This design comes from an exercise in tuning for small area, a short achievable clock period and few clock cycles per item on the open sky130 flow, not from production work.
Only simulation tests tie the RTL to the original design; equivalence was not proved.
No activity file was given, so power comes from the tool's default toggle rates.

==> flow/design.v (outline; a module is shown in full before it is edited, if it fits) <==
// module mat_mul: 2249 lines
module mat_mul #
    (
        parameter integer DIM_LOG = 2,
        parameter integer DIM = 2**DIM_LOG,
        parameter integer SIZE = DIM*DIM,
        parameter integer SIZE_LOG = 2*DIM_LOG,
        parameter integer DATA_WIDTH = 32
    )
    (
        input wire  s00_axi_aclk,
        input wire  s00_axi_aresetn,
        output wire  s00_axis_tready,
        input wire [DATA_WIDTH-1 : 0] s00_axis_tdata,
        input wire  s00_axis_tlast,
        input wire  s00_axis_tvalid,
        output wire  m00_axis_tvalid,
        output wire [DATA_WIDTH-1 : 0] m00_axis_tdata,
        output wire [(DATA_WIDTH/8)-1 : 0] m00_axis_tstrb,
        output wire  m00_axis_tlast,
        input wire  m00_axis_tready,
        input wire sel,
        input wire start
    );
  // ...
==> flow/run.sh <==
#!/bin/bash
# synth_recipe.tcl (not shown) runs the flow's synth.tcl, then flattens the netlist and writes it again
# the make line also repeats each setting of config.mk as NAME=value (left out here)
make -C /OpenROAD-flow-scripts/flow DESIGN_CONFIG=/design/flow/config.mk WORK_HOME=/design/flow/orfs CLKGATE_MAP_FILE= SYNTH_SCRIPT=/design/flow/synth_recipe.tcl finish
==> flow/config.mk <==
export PLATFORM = sky130hd
export DESIGN_NAME = mat_mul
export DESIGN_NICKNAME = mat_mul
export VERILOG_FILES = /design/flow/design.v
export SDC_FILE = /design/flow/constraint.sdc
export NUM_CORES = 4
export LEC_CHECK = 0
export CAP_MARGIN = 20
export CORE_MARGIN = 2
export CORE_UTILIZATION = 40
export CTS_BUF_LIST = sky130_fd_sc_hd__clkbuf_8
export PLACE_DENSITY = 0.6
export SETUP_SLACK_MARGIN = 5
export SLEW_MARGIN = 20
==> flow/constraint.sdc <==
create_clock -name core_clock -period 10.0 [get_ports {s00_axi_aclk}]
set_input_delay 2.0000 -clock core_clock [delete_from_list [all_inputs] [get_ports {s00_axi_aclk}]]
set_output_delay 2.0000 -clock core_clock [all_outputs]
set_load 0.01 [all_outputs]
==> key figures, run 1 <==
Run status
  – Outcome: timing/DRC/antenna clean

Timing
  – F_max: approximately 210 MHz
  – Clock skew: 79.29 ps
  – Fin crit share: 46.84%
  – Worst hold margin: 422.7 ps

Layout
  – Area delta synth->final: 10.49%
  – Final Cell Area: ~0.12 sq mm
  – Leading cell type in the layout, fill and taps excluded: edfxtp_1
  – Most frequent cells in the layout: edfxtp_1, inv_1, nor2b_1, mux2i_1, fa_1
  – Clock network area share: under 10%

Detailed routing
  – Wire length on met3: 18810 um
  – Drt wl/cell: 25.85 um
  – Post-DRT Antenna Nets: 0
  – Drt initial violations: around 6100

Synth
  – Synth top area share: a little under three fifths
  – Synth Area per Inst: 14.82 sq um
  – Post-synth ARST share: 0%
  – Post-synth EDFFs: 2103

Critical path
  – Critical path data required time: 10660 ps
  – Worst Path Max Fanout: 64
  – Reg2reg start: idx[1]
  – CP peak stage delay: ~800 ps
  – Crit path max-delay family: buffers and inverters

Global route
  – Vias in the first global route: approximately 66000
  – Met2 Resource Use GR: between 30% and 40%
  – GRT overflow: 0

Power and ir drop
  – Clock share of power: between 15 and 20%
  – Sequential power share: 33.6%
  – Pleak: just under 50 nW
  – Switching power total: between 15 and 20 mW

Placed design
  – DP HPWL: around 200000 um
  – DP Worst Slack: slightly below 5000 ps

Min path
  – HP Class: reg2reg
Testbench counts, summed over its fixed seeds: cycles 6,512, jobs 192.
==> run 2: changes to the inputs <==
==> flow/flow/run.sh (new file) <==
#!/bin/bash
# Standard layout (the standard.sh, unchanged synthesis) with timing repair
# aimed below the 10 ns clock: repair_timing works until the setup slack
# reaches SETUP_SLACK_MARGIN, so the layout gets faster than the clock asks.
set -euo pipefail
export SETUP_SLACK_MARGIN=6
bash standard.sh > standard_make.log 2>&1
==> flow/standard.sh (new file) <==
#!/bin/bash
# synth_recipe.tcl (not shown) runs the flow's synth.tcl, then flattens the netlist and writes it again
# the make line also repeats each setting of config.mk as NAME=value (left out here)
make -C /OpenROAD-flow-scripts/flow DESIGN_CONFIG=/design/flow/config.mk WORK_HOME=/design/flow/orfs CLKGATE_MAP_FILE= SYNTH_SCRIPT=/design/flow/synth_recipe.tcl "${@:-finish}"
--- a/flow/config.mk
+++ b/flow/config.mk
@@ -12,3 +12,2 @@
 export PLACE_DENSITY = 0.6
-export SETUP_SLACK_MARGIN = 5
 export SLEW_MARGIN = 20
removed: flow/run.sh
==> run 2 against run 1 <==
Effect of this change:
- via count increased by 1.3%
- sequential share of layout area down 1.2 points
- register-to-register slack better by 700 ps
- clock power rose by 3%
- critical path depth rose by 1
- critical path type unchanged
- highest routed layer is now met5
==> key figures, run 2 <==
Power and ir drop
  – Pwr dens: 356.1 mW/mm^2 (was 360.1 mW/mm^2)
  – Peak supply drop: 528.9 uV (was 497.3 uV)
  – Total power: 45.42 mW (was 44.85 mW)
  – Pleak: 49.50 nW (was 48.17 nW)

Detailed routing
  – Post-DRT Antenna Nets: 0 (unchanged)
  – Total Routed Length: 306300 um (was 304100 um)
  – Drt initial violations: 6116 (was 6090)
  – Via density per instance: 5.439 (was 5.451)
  – First drt pass iteration count: 6 (unchanged)
  – Drt wl/cell: 25.64 um (was 25.85 um)
  – Vias: 64970 (was 64130)
  – DRC: 0 (unchanged)

Synth
  – Mux cell area share after synthesis: 13.80% (unchanged)
  – Top cells by area, synth: edfxtp_1, fa_1, mux4_2 (unchanged)
  – Adder-Cell Fraction of Synth Area: 11.63% (unchanged)
  – Post-synth EDFFs: 2103 (unchanged)
  – Netlist Area Pre-Place: 0.1127 sq mm (unchanged)
  – Top-count cell post-synth: edfxtp_1 (unchanged)
  – Yosys cell types: 97 (unchanged)
  – Synth Area per Inst: 14.82 sq um (unchanged)
  – Prevailing post-synth register cell: edfxtp_1 (unchanged)
  – Seq/Total Area, Yosys: 57.07% (unchanged)
  – Synth top cells by count: edfxtp_1, inv_1, nor2b_1 (unchanged)
  – Cells after synthesis: 7604 (unchanged)
  – Xor/xnor share of the synthesized area: 1.985% (unchanged)
  – Simple-gate share of the synthesized area: 6.657% (unchanged)
  – Post-synth ARST share: 0% (unchanged)
  – Synth Register Bits: 2162 (unchanged)
  – Synth top area share: 56.03% (unchanged)
  – Synth Area in Compound Gates: 4.905% (unchanged)
  – Synth warn: 1 (unchanged)
  – Synth area leader: edfxtp_1 (unchanged)
  – Largest family of logic cells by synthesized area: multiplexers (unchanged)

Layout
  – Final nets: 8710 (was 8530)
  – Leading cell type in the layout, fill and taps excluded: edfxtp_1 (unchanged)
  – Top flop regs: mem_A (512), mem_B (512) (unchanged)
  – Most frequent cells in the layout: edfxtp_1, inv_1, nor2b_1, mux2i_1, fa_1 (unchanged)
  – Fraction of layout cells with a size suffix above 1: 19.28% (was 16.86%)
  – Area delta synth->final: 13.14% (was 10.49%)
  – Layout Cells excl Fill: 11950 (was 11770)

Critical path
  – CP Depth: 10 (was 9)
  – CP arrival: 4720 ps (was 5350 ps)
  – Setup Crit Path Kind: reg2reg (unchanged)
  – CP peak stage delay: 570 ps (was 780 ps)
  – FF-to-FF End: s3_b[24] (was b0[31])
  – Worst Path Max Fanout: 8 (was 64)
  – Reg2reg start: t2_i[0] (was idx[1])
  – Crit start category: flip-flop (unchanged)
  – R2R depth: 10 (was 9)
  – CP Cell Sequence: buf_6 -> buf_16 -> buf_4 -> mux4_2 -> or2_2 -> fa_2 -> fa_1 -> fa_1 -> inv_1 -> fa_1 (was inv_1 -> ha_1 -> nand2_1 -> o2111ai_2 -> inv_2 -> nor2_4 -> buf_4 -> buf_4 -> nor2b_1)
  – CP bufs+invs: 4 (unchanged)
  – Critical path's slowest cell: fa_2 (was buf_4)
  – Critical path data required time: 10730 ps (was 10660 ps)
  – Cell repeated most along the worst path: fa_1 (was buf_4)
  – Crit path max-delay family: adder cells (was buffers and inverters)
  – Worst R2R Setup Slack: 6010 ps (was 5320 ps)
  – Critical Path End Type: flip-flop (unchanged)

Global route
  – Vias in the first global route: 65740 (was 65960)
  – First-pass GRT wire length: 447300 um (was 447400 um)
  – Tot GR Track Use: 21.08% (was 21.09%)
  – GRT overflow: 0 (unchanged)
  – Initial antenna violation count: 14 (was 8)
  – Largest net degree at the start of global routing: 83 (was 130)

Flow run
  – Number of max-cap violations: 0 (unchanged)

Min path
  – Hold Path Stages: 0 (unchanged)
  – Hold_sp: l1 (was l0)
  – HP Class: reg2reg (unchanged)
  – Min-Delay Endpoint: l2 (was l1)

Floorplan
  – Boundary pin count: 78 (unchanged)
  – Die W: 534.8 um (unchanged)
  – Die area: 0.2861 sq mm (unchanged)
  – Die Y-Extent: 534.8 um (unchanged)
  – Starting density of the core: 40.27% (unchanged)
  – Num rows: 194 (unchanged)
  – Core ar.: 0.2799 sq mm (unchanged)

CTS
  – Root buf cell: clkbuf_8 (unchanged)
  – TritonCTS clock tree: built (unchanged)
  – H-tree levels: 5 (unchanged)
  – CTS buffer count: 361 (was 359)
  – Clk sinks: 2162 (unchanged)
  – Worst-Skew Late Latency: 1080 ps (was 1030 ps)
  – Reg clk slew, reported paths: 60 ps (about the same)
  – Clock Tree Buf Depth: 4 (unchanged)
  – Hold-fix buffers, CTS: 0 (unchanged)

Timing
  – RSZ-0062 raised after global routing: yes (was no)
  – Rel. slew slack: 28.42% (was 24.14%)
  – Worst-Margin Slew: 1074 ps (was 1138 ps)
  – Finish-stage setup viols: 0 (unchanged)
  – Max-slew violations: 0 (unchanged)
  – Fin Setup TNS: 0 ps (unchanged)
  – Worst hold margin: 420.5 ps (was 422.7 ps)
  – F_max: 250.9 MHz (was 213.5 MHz)
  – Clock skew: 105.6 ps (was 79.29 ps)
  – Fin crit share: 39.86% (was 46.84%)
  – Min Tclk post-route: 3986 ps (was 4684 ps)
  – Fin. Hold Viols: 0 (unchanged)

Placed design
  – Placed cells: 11100 (was 11110)
  – DP HPWL: 195500 um (was 195800 um)
  – Final GP Congestion: 0.8699 (was 0.8719)
  – Port Buffers: 73 (unchanged)

Run status
  – Outcome: timing/DRC/antenna clean (unchanged)
run 2: timing repair:
item,CTS,global route
setup endpoints to repair,1124,1063
resized for setup,84,142
gates cloned,6,7
pin swaps,12,54
buffers inserted,89,87
run 2: worst max path at each step:
stage / start / end / slack [ps]
final: t2_i[0] / s3_b[24] / 6010
after detailed placement: idx[0] / b2[4] / 5160
after global routing: t2_i[0] / s3_b[24] / 5930
after global placement: idx[0] / a0[1] / 5240
after floorplan: k_v / r_out[31] / 5920
after CTS: xi_dirty[0] / mem_B[9][20] / 5760
run 2: kinds of logic (layout without fill, tap and decap cells):
kind of cell / Yosys count / after routing
and+or+nand+nor: 1427 / 1429
buffers and inverters: 1112 / 1722
xor gates and xnor gates: 249 / 249
adders and majority gates: 739 / 739
AOI/OAI and AO/OA: 793 / 793
muxes: 1121 / 1121
DFF: 2162 / 2162
other: 1 / 6
run 2: through the flow:
stage                     cell area (sq um)  util, %  setup WS [ps]
after floorplan                      112800        -           5918
after global placement               117600    42.01           5237
after detailed placement             117800    42.11           5162
after CTS                            126000    45.02           5764
after global routing                 127500    45.57           5934
final                                127500    45.57           6014
run 2: power breakdown:
group | total [mW] | switching [mW] | internal [mW] | leakage [nW]
Clock | 7.54 | 3.68 | 3.86 | 3.86
Sequential | 15.0 | 0.904 | 14.1 | 21.1
Combinational | 22.9 | 14.0 | 8.94 | 24.5
Total | 45.4 | 18.6 | 26.9 | 49.5
run 2: per-layer routing:
metal,routed length [um],GRT usage [%],up-vias
li1,-,-,28390
met1,133900,29.80,33580
met2,140300,32.93,2426
met3,20930,3.616,563
met4,11190,7.246,2
met5,12,0,-
run 2: final cells by class:
type                            instances  area, sq um
Antenna cell                            2        5.005
Clock buffer                          371         5106
Clock inverter                        279         1769
Fill cell                           24360       152300
Inverter                              634         2390
Multi-Input combinational cell       4335        44600
Sequential cell                      2162        64340
Tap cell                             3724         4659
Timing Repair Buffer                  438         4663
==> run 3: changes to the inputs <==
--- a/flow/flow/run.sh
+++ b/flow/flow/run.sh
@@ -5,3 +5,3 @@
 set -euo pipefail
-export SETUP_SLACK_MARGIN=6
+export SETUP_SLACK_MARGIN=6.3
 bash standard.sh > standard_make.log 2>&1
==> run 3 against run 2 <==
Effect of this change:
- global-route usage increased by 1.2 points
- synthesized area unchanged
- register-to-register slack improved by 30 ps
- largest cell class unchanged
- critical path depth rose by 1
- synthesized cell count stayed put
- critical path type unchanged
- utilization grew 1.2 points
- via count increased by 2.8%
- non-clock buffer count is 163 higher
- worst setup slack improved by 35 ps
==> key figures, run 3 <==
Synth
  – Synth top cells by count: edfxtp_1, inv_1, nor2b_1 (unchanged)
  – Synth top area share: 56.03% (unchanged)
  – Top cells by area, synth: edfxtp_1, fa_1, mux4_2 (unchanged)
  – Prevailing post-synth register cell: edfxtp_1 (unchanged)
  – Synth area leader: edfxtp_1 (unchanged)
  – Netlist Area Pre-Place: 0.1127 sq mm (unchanged)
  – Seq/Total Area, Yosys: 57.07% (unchanged)
  – Synth Area per Inst: 14.82 sq um (unchanged)
  – Top-count cell post-synth: edfxtp_1 (unchanged)
  – Cells after synthesis: 7604 (unchanged)
  – Synth warn: 1 (unchanged)
  – Post-synth EDFFs: 2103 (unchanged)
  – Post-synth ARST share: 0% (unchanged)
  – Yosys cell types: 97 (unchanged)
  – Synth Register Bits: 2162 (unchanged)

Layout
  – Most frequent cells in the layout: edfxtp_1, inv_1, nor2b_1, mux2i_1, fa_1 (unchanged)
  – Leading cell type in the layout, fill and taps excluded: edfxtp_1 (unchanged)
  – Top flop regs: mem_A (512), mem_B (512) (unchanged)
  – Final nets: 8891 (was 8710)
  – Area delta synth->final: 16.22% (was 13.14%)
  – Layout Cells excl Fill: 12120 (was 11950)
  – Fraction of layout cells with a size suffix above 1: 23.47% (was 19.28%)
  – Fillers: 24020 (was 24360)

Global route
  – GRT overflow: 0 (unchanged)
  – Tot GR Track Use: 22.26% (was 21.08%)
  – Initial antenna violation count: 5 (was 14)
  – Largest net degree at the start of global routing: 171 (was 83)
  – Vias in the first global route: 68060 (was 65740)
  – First-pass GRT wire length: 467600 um (was 447300 um)

Min path
  – HP Class: reg2reg (unchanged)
  – Hold_sp: l0 (was l1)

Timing
  – F_max: 253.1 MHz (was 250.9 MHz)
  – Finish-stage setup viols: 0 (unchanged)
  – RSZ-0062 raised after global routing: yes (unchanged)
  – Final worst setup slack: 6049 ps (was 6014 ps)
  – Worst-Margin Slew: 1101 ps (was 1074 ps)
  – Worst hold margin: 423.5 ps (was 420.5 ps)
  – Fin Setup TNS: 0 ps (unchanged)
  – Fin. Hold Viols: 0 (unchanged)
  – Fin crit share: 39.51% (was 39.86%)
  – Rel. slew slack: 26.58% (was 28.42%)
  – Min Tclk post-route: 3951 ps (was 3986 ps)
  – Clock skew: 81.72 ps (was 105.6 ps)
  – Max-slew violations: 0 (unchanged)

Floorplan
  – Die W: 534.8 um (unchanged)
  – Core ar.: 0.2799 sq mm (unchanged)
  – Die Y-Extent: 534.8 um (unchanged)
  – Num rows: 194 (unchanged)
  – Boundary pin count: 78 (unchanged)
  – Starting density of the core: 40.27% (unchanged)
  – Die area: 0.2861 sq mm (unchanged)

Detailed routing
  – Vias: 66770 (was 64970)
  – Total Routed Length: 325800 um (was 306300 um)
  – Drt wl/cell: 26.88 um (was 25.64 um)
  – Via density per instance: 5.508 (was 5.439)
  – DRC: 0 (unchanged)
  – Post-DRT Antenna Nets: 0 (unchanged)
  – Drt initial violations: 6590 (was 6116)
  – First drt pass iteration count: 6 (unchanged)

Critical path
  – Worst Path Max Fanout: 3 (was 8)
  – Critical path launch point: t2_i[0] (unchanged)
  – Critical Path End Type: flip-flop (unchanged)
  – Reg2reg start: t2_i[0] (unchanged)
  – Critical path data required time: 10720 ps (was 10730 ps)
  – Crit path max-delay family: adder cells (unchanged)
  – Crit start category: flip-flop (unchanged)
  – Critical path's slowest cell: fa_2 (unchanged)
  – CP bufs+invs: 5 (was 4)
  – CP Cell Sequence: buf_6 -> buf_16 -> buf_12 -> buf_12 -> mux4_2 -> or2_4 -> fa_2 -> fa_2 -> fa_1 -> inv_2 -> fa_2 (was buf_6 -> buf_16 -> buf_4 -> mux4_2 -> or2_2 -> fa_2 -> fa_1 -> fa_1 -> inv_1 -> fa_1)
  – CP arrival: 4670 ps (was 4720 ps)
  – Setup Crit Path Kind: reg2reg (unchanged)
  – CP peak stage delay: 530 ps (was 570 ps)
  – Cell repeated most along the worst path: fa_2 (was fa_1)

CTS
  – Root buf cell: clkbuf_8 (unchanged)
  – Worst-Skew Late Latency: 1030 ps (was 1080 ps)
  – H-tree levels: 5 (unchanged)
  – CTS buffer count: 359 (was 361)
  – Clk sinks: 2162 (unchanged)
  – Reg clk slew, reported paths: 60 ps (about the same)
  – Clock Tree Buf Depth: 4 (unchanged)
  – TritonCTS clock tree: built (unchanged)
  – Hold-fix buffers, CTS: 0 (unchanged)

Placed design
  – DP HPWL: 193500 um (was 195500 um)
  – Placed cells: 11080 (was 11100)
  – Port Buffers: 73 (unchanged)
  – Final GP Congestion: 0.8639 (was 0.8699)
  – DP Worst Slack: 5234 ps (was 5162 ps)

Flow run
  – Number of max-cap violations: 0 (unchanged)

Power and ir drop
  – Pwr dens: 364.4 mW/mm^2 (was 356.1 mW/mm^2)
  – Peak supply drop: 704.3 uV (was 528.9 uV)
  – Pleak: 51.09 nW (was 49.50 nW)

Run status
  – Outcome: timing/DRC/antenna clean (unchanged)
-- run 3: cell counts after synthesis --
No cell type changed its count.
-- run 3: cell type report --
class	count	area, sq um	area share, %
diodes	4	10.01	0.007641
clock buffers	373	5134	3.919
clock inverters	270	1584	1.209
inverters	634	2395	1.828
multi-input cells	4355	45640	34.84
flip-flops and latches	2162	64340	49.12
well taps	3724	4659	3.557
repair buffers	601	7231	5.520
-- run 3: final timing paths --
| kind | endpoint | slack, ps | depth (start not counted) |
|---|---|---|---|
| max | s3_b[9] | 6050 | 11 |
| min reg2reg | l1 | 420 | 0 |
| min | l1 | 420 | 0 |
| max reg2reg | s3_b[9] | 6050 | 11 |
-- run 3: through the flow --
stage	power, mW	instance area [sq um]	util (%)
after detailed placement	38.40	117600	42.03
after global placement	37.82	117600	42.01
after global routing	50.52	131000	46.80
after floorplan	28.46	113200	-
final	47.73	131000	46.81
after CTS	47.32	129500	46.27
-- run 3: routing by layer --
metal  global-route usage, %  vias to the layer above  wire length [um]
li1                        -                    28800                 -
met1                   30.81                    34480            136800
met2                   34.56                     2820            149400
met3                   3.699                      668             23640
met4                   9.987                        2             15880
met5                       0                        -                19
-- run 3: power by group --
| group | switching, mW | total (mW) | internal [mW] | leakage, nW |
|---|---|---|---|---|
| registers | 0.784 | 14.8 | 14.1 | 21.1 |
| clock network | 3.65 | 7.42 | 3.78 | 3.93 |
| logic | 15.3 | 25.5 | 10.2 | 26.0 |
| total | 19.7 | 47.7 | 28.0 | 51.1 |
-- run 3: worst register-to-register path, stage by stage (launching register included) --
cell,delay [ps]
edfxtp_1,420
buf_6,180
buf_16,140
buf_12,130
buf_12,120
mux4_2,490
or2_4,280
fa_2,530
fa_2,430
fa_1,510
inv_2,40
fa_2,410
-- run 3: kinds of logic (layout without fill, tap and decap cells) --
group / count (synthesis) / after routing / synth area share, %
flip-flops: 2162 / 2162 / 57.07
buffers and inverters: 1112 / 1878 / 3.943
XOR/XNOR: 249 / 249 / 1.985
AND/OR/NAND/NOR: 1427 / 1449 / 6.657
adder cells (fa/ha/maj): 739 / 739 / 11.63
other: 1 / 8 / 0.003327
AO/OA/AOI/OAI: 793 / 793 / 4.905
multiplexers: 1121 / 1121 / 13.80
-- run 3: repair_timing --
item,in CTS,in global routing
pin swaps,173,93
gates cloned,42,15
setup endpoints to repair,1655,1134
gates resized for setup,474,171
buffers inserted,267,69
==> run 4: changes to the inputs <==
--- a/flow/flow/run.sh
+++ b/flow/flow/run.sh
@@ -5,3 +5,3 @@
 set -euo pipefail
-export SETUP_SLACK_MARGIN=6.3
+export SETUP_SLACK_MARGIN=6
 bash standard.sh > standard_make.log 2>&1
--- a/flow/config.mk
+++ b/flow/config.mk
@@ -10,3 +10,5 @@
 export CORE_UTILIZATION = 40
-export CTS_BUF_LIST = sky130_fd_sc_hd__clkbuf_8
+export CTS_BUF_LIST = sky130_fd_sc_hd__clkbuf_16
+export CTS_CLUSTER_DIAMETER = 60
+export CTS_CLUSTER_SIZE = 16
 export PLACE_DENSITY = 0.6
==> run 4 against run 3 <==
Effect of this change:
- via count decreased by 3.5%
- non-clock buffer count decreased by 156
- global-route usage decreased by 1.3 points
- combinational power decreased by 9.8%
- synthesized area unchanged
- critical path depth decreased by 1
- cell count decreased by 4.3%
- register-to-register slack got worse by 60 ps
- count of clock-buffer cells in the layout decreased by 182
- flip-flop and latch count unchanged
- total power decreased by 5.9%
- maximum frequency decreased by 1.4%
- critical path type unchanged
==> key figures, run 4 <==
Timing
  – Fin Setup TNS: 0 ps (unchanged)
  – Clock skew: 84.95 ps (was 81.72 ps)
  – Fin. Hold Viols: 0 (unchanged)
  – Worst-Margin Slew: 1087 ps (was 1101 ps)
  – F_max: 249.6 MHz (was 253.1 MHz)
  – Min Tclk post-route: 4007 ps (was 3951 ps)
  – Rel. slew slack: 27.55% (was 26.58%)
  – Fin crit share: 40.07% (was 39.51%)
  – Finish-stage setup viols: 0 (unchanged)
  – RSZ-0062 raised after global routing: yes (unchanged)
  – Max-slew violations: 0 (unchanged)

Global route
  – Initial antenna violation count: 14 (was 5)
  – GRT overflow: 0 (unchanged)
  – Largest net degree at the start of global routing: 83 (was 171)
  – Tot GR Track Use: 20.96% (was 22.26%)
  – Vias in the first global route: 64220 (was 68060)
  – First-pass GRT wire length: 444200 um (was 467600 um)

Layout
  – Final nets: 8549 (was 8891)
  – Most frequent cells in the layout: edfxtp_1, inv_1, nor2b_1, mux2i_1, fa_1 (unchanged)
  – Fillers: 24210 (was 24020)
  – Fraction of layout cells with a size suffix above 1: 17.53% (was 23.47%)
  – Core Util, Final: 45.24% (was 46.81%)
  – Leading cell type in the layout, fill and taps excluded: edfxtp_1 (unchanged)
  – FF/Latch Area: 0.06434 sq mm (about the same)
  – Top flop regs: mem_A (512), mem_B (512) (unchanged)
  – Area of the multi-input gates: 0.04473 sq mm (was 0.04564 sq mm)
  – Area delta synth->final: 12.33% (was 16.22%)

Detailed routing
  – First drt pass iteration count: 5 (was 6)
  – Drt initial violations: 6643 (was 6590)
  – Total Routed Length: 306200 um (was 325800 um)
  – DRC: 0 (unchanged)
  – Via density per instance: 5.554 (was 5.508)
  – Drt wl/cell: 26.40 um (was 26.88 um)
  – Vias: 64400 (was 66770)
  – Post-DRT Antenna Nets: 0 (unchanged)

Power and ir drop
  – Peak supply drop: 412.8 uV (was 704.3 uV)
  – Power Internal: 26.68 mW (was 28.04 mW)
  – Pleak: 48.65 nW (was 51.09 nW)
  – Clock share of power: 15.6% (about the same)
  – Switching power total: 18.21 mW (was 19.69 mW)
  – Pwr dens: 354.6 mW/mm^2 (was 364.4 mW/mm^2)
  – Switching share of total power: 40.57% (was 41.25%)
  – Sequential power share: 33.3% (was 31.1%)
  – Logic pwr share: 51.1% (was 53.4%)

Synth
  – Synth area leader: edfxtp_1 (unchanged)
  – Simple-gate share of the synthesized area: 6.657% (unchanged)
  – Adder-Cell Fraction of Synth Area: 11.63% (unchanged)
  – Post-synth EDFFs: 2103 (unchanged)
  – Synth top area share: 56.03% (unchanged)
  – Synth warn: 1 (unchanged)
  – Post-synth ARST share: 0% (unchanged)
  – Mux cell area share after synthesis: 13.80% (unchanged)
  – Synth Area in Compound Gates: 4.905% (unchanged)
  – Prevailing post-synth register cell: edfxtp_1 (unchanged)
  – Synth top cells by count: edfxtp_1, inv_1, nor2b_1 (unchanged)
  – Top-count cell post-synth: edfxtp_1 (unchanged)
  – Synth Register Bits: 2162 (unchanged)
  – Yosys cell types: 97 (unchanged)
  – Cells after synthesis: 7604 (unchanged)
  – Largest family of logic cells by synthesized area: multiplexers (unchanged)
  – Seq/Total Area, Yosys: 57.07% (unchanged)
  – Synth Area per Inst: 14.82 sq um (unchanged)
  – Top cells by area, synth: edfxtp_1, fa_1, mux4_2 (unchanged)
  – Netlist Area Pre-Place: 0.1127 sq mm (unchanged)
  – Xor/xnor share of the synthesized area: 1.985% (unchanged)

Critical path
  – CP arrival: 4520 ps (was 4670 ps)
  – R2R depth: 10 (was 11)
  – Crit start category: flip-flop (unchanged)
  – Critical path data required time: 10510 ps (was 10720 ps)
  – Setup Crit Path Kind: reg2reg (unchanged)
  – Reg2reg start: xi_dirty[0] (was t2_i[0])
  – Critical Path End Type: flip-flop (unchanged)
  – CP Cell Sequence: nor4_4 -> nand2_1 -> nor3_2 -> o2111ai_4 -> a211oi_2 -> o22ai_2 -> inv_1 -> nand3_1 -> nor3_4 -> buf_4 (was buf_6 -> buf_16 -> buf_12 -> buf_12 -> mux4_2 -> or2_4 -> fa_2 -> fa_2 -> fa_1 -> inv_2 -> fa_2)
  – FF-to-FF End: mem_B[3][30] (was s3_b[9])
  – Worst R2R Setup Slack: 5990 ps (was 6050 ps)
  – Crit path to: mem_B[3][30] (was s3_b[9])
  – CP peak stage delay: 500 ps (was 530 ps)
  – Critical path launch point: xi_dirty[0] (was t2_i[0])
  – Worst Path Max Fanout: 32 (was 3)
  – Critical path's slowest cell: nand3_1 (was fa_2)

Min path
  – Hold Path Stages: 0 (unchanged)
  – HP Class: reg2reg (unchanged)

Placed design
  – Port Buffers: 73 (unchanged)
  – DP HPWL: 195500 um (was 193500 um)
  – Final GP Congestion: 0.8699 (was 0.8639)

Floorplan
  – Starting density of the core: 40.27% (unchanged)
  – Boundary pin count: 78 (unchanged)
  – Die area: 0.2861 sq mm (unchanged)
  – Die W: 534.8 um (unchanged)
  – Core ar.: 0.2799 sq mm (unchanged)
  – Die Y-Extent: 534.8 um (unchanged)
  – Num rows: 194 (unchanged)

CTS
  – Hold-fix buffers, CTS: 0 (unchanged)
  – H-tree levels: 4 (was 5)
  – Clock Tree Buf Depth: 4 (unchanged)
  – Root buf cell: clkbuf_16 (was clkbuf_8)
  – TritonCTS clock tree: built (unchanged)
  – CTS buffer count: 188 (was 359)
  – Worst-Skew Late Latency: 880 ps (was 1030 ps)
  – Clk sinks: 2162 (unchanged)
  – Reg clk slew, reported paths: 70 ps (was 60 ps)

Run status
  – Outcome: timing/DRC/antenna clean (unchanged)

Flow run
  – Number of max-cap violations: 0 (unchanged)
-- run 4: cell types whose count changed in the layout (fill, tap and decap cells not counted), moves of 46 or more --
cell,change
a211oi_1,+58
a211oi_2,-57
buf_12,-58
buf_4,-58
clkbuf_16,+193
clkbuf_8,-371
clkinv_1,-46
fa_1,+70
fa_2,-70
inv_1,-68
-- run 4: critical path: cells and delay by family, from the launching register on --
kind,cells,cell delay [ps]
buf+inv,2,690
flops,1,370
simple gates,5,1590
compound gates,3,950
-- run 4: repair_timing --
action | 4_1_cts | 5_1_grt
buffers inserted | 92 | 89
hold endpoints to repair | 0 | 0
gates resized for setup | 80 | 166
endpoints found under the setup margin | 1062 | 881
pin swaps | 22 | 79
gates cloned | 8 | 13
-- run 4: layout make-up --
cell class | instances | share of cell area [%]
repair buffers | 445 | 3.819
diodes | 1 | 0.001976
inverters | 634 | 1.886
flip-flops and latches | 2162 | 50.82
multi-input cells | 4340 | 35.33
clock inverters | 99 | 0.6927
well taps | 3724 | 3.680
clock buffers | 191 | 3.775
-- run 4: metal layers --
metal | vias to the layer above | part of all wire (%) | track usage, %
li1 | 27940 | - | -
met1 | 33420 | 43 | 30.11
met2 | 2530 | 46 | 32.94
met3 | 512 | 7.0 | 2.968
met4 | 2 | 3.6 | 6.665
met5 | - | 0.0042 | 0
-- run 4: worst min-delay path by stage --
stage / start / end / slack (ps)
2_1_floorplan: l0 / l1 / 400
3_3_place_gp: l1 / l2 / 410
3_5_place_dp: l1 / l2 / 410
4_1_cts: l1 / l2 / 420
5_1_grt: l1 / l2 / 430
6_report: l1 / l2 / 420
-- run 4: power groups by stage --
stage | Clock [mW] | Combinational [mW] | Sequential (mW)
floorplan | 0 | 13.5 | 14.9
global placement | 0 | 21.5 | 15.3
detailed placement | 0 | 22.0 | 15.4
CTS | 7.13 | 22.5 | 15.0
global route | 7.45 | 25.4 | 15.0
finish | 6.98 | 23.0 | 14.9
-- run 4: stage by stage --
step | hold slack [ps] | total power, mW | cell area (sq um) | std cells | worst slack (ps)
after floorplan | 400.3 | 28.33 | 112800 | 7607 | 5918
after global placement | 406.8 | 36.80 | 117600 | 11090 | 5237
after detailed placement | 407.9 | 37.40 | 117800 | 11100 | 5162
after CTS | 423.6 | 44.63 | 124900 | 11490 | 5788
after global routing | 434.0 | 47.90 | 126600 | 11600 | 5797
final | 420.5 | 44.89 | 126600 | 11600 | 5993
-- run 4: cells by family after synthesis --
kind of cell,count (synthesis)
AOI/OAI and AO/OA,793
other,1
xor gates and xnor gates,249
buffers and inverters,1112
adders and majority gates,739
muxes,1121
and+or+nand+nor,1427
DFF,2162

[re-timing with driven ports]
Ports are ideal in the flow. The routed layouts listed here were re-timed in OpenROAD.
Step 1 sets driving cells, clkbuf_16 on the clock port and buf_2 on the other inputs (assumed; they add their load-dependent delay and slew).
Step 2 moves the port delays by t, midway between the first and last clock arrival at a register: inputs arrive t later, outputs are due t later. That takes back most of the time a late clock gives input paths.
Slacks: ideal / step 1 / step 2; pairs: ideal / step 1.
| run | shift t [ns] | slack for setup (ns) | hold slack, ns | worst register clock-pin slew, ns |
|---|---|---|---|---|
| run 1 | 1.085 | 5.316 / 5.316 / 5.316 | 0.423 / 0.423 / 0.423 | 0.07 / 0.07 |
| run 2 | 1.123 | 6.014 / 6.014 / 5.302 | 0.420 / 0.420 / 0.420 | 0.07 / 0.07 |
| run 3 | 1.089 | 6.049 / 6.049 / 5.524 | 0.423 / 0.423 / 0.423 | 0.07 / 0.07 |
| run 4 | 0.935 | 5.993 / 5.993 / 5.549 | 0.420 / 0.420 / 0.420 | 0.08 / 0.08 |
After both steps every run listed still meets setup and hold. The setup slack of run 2, which loses most, moves by 0.000 ns with the drivers and by -0.712 ns with both steps.
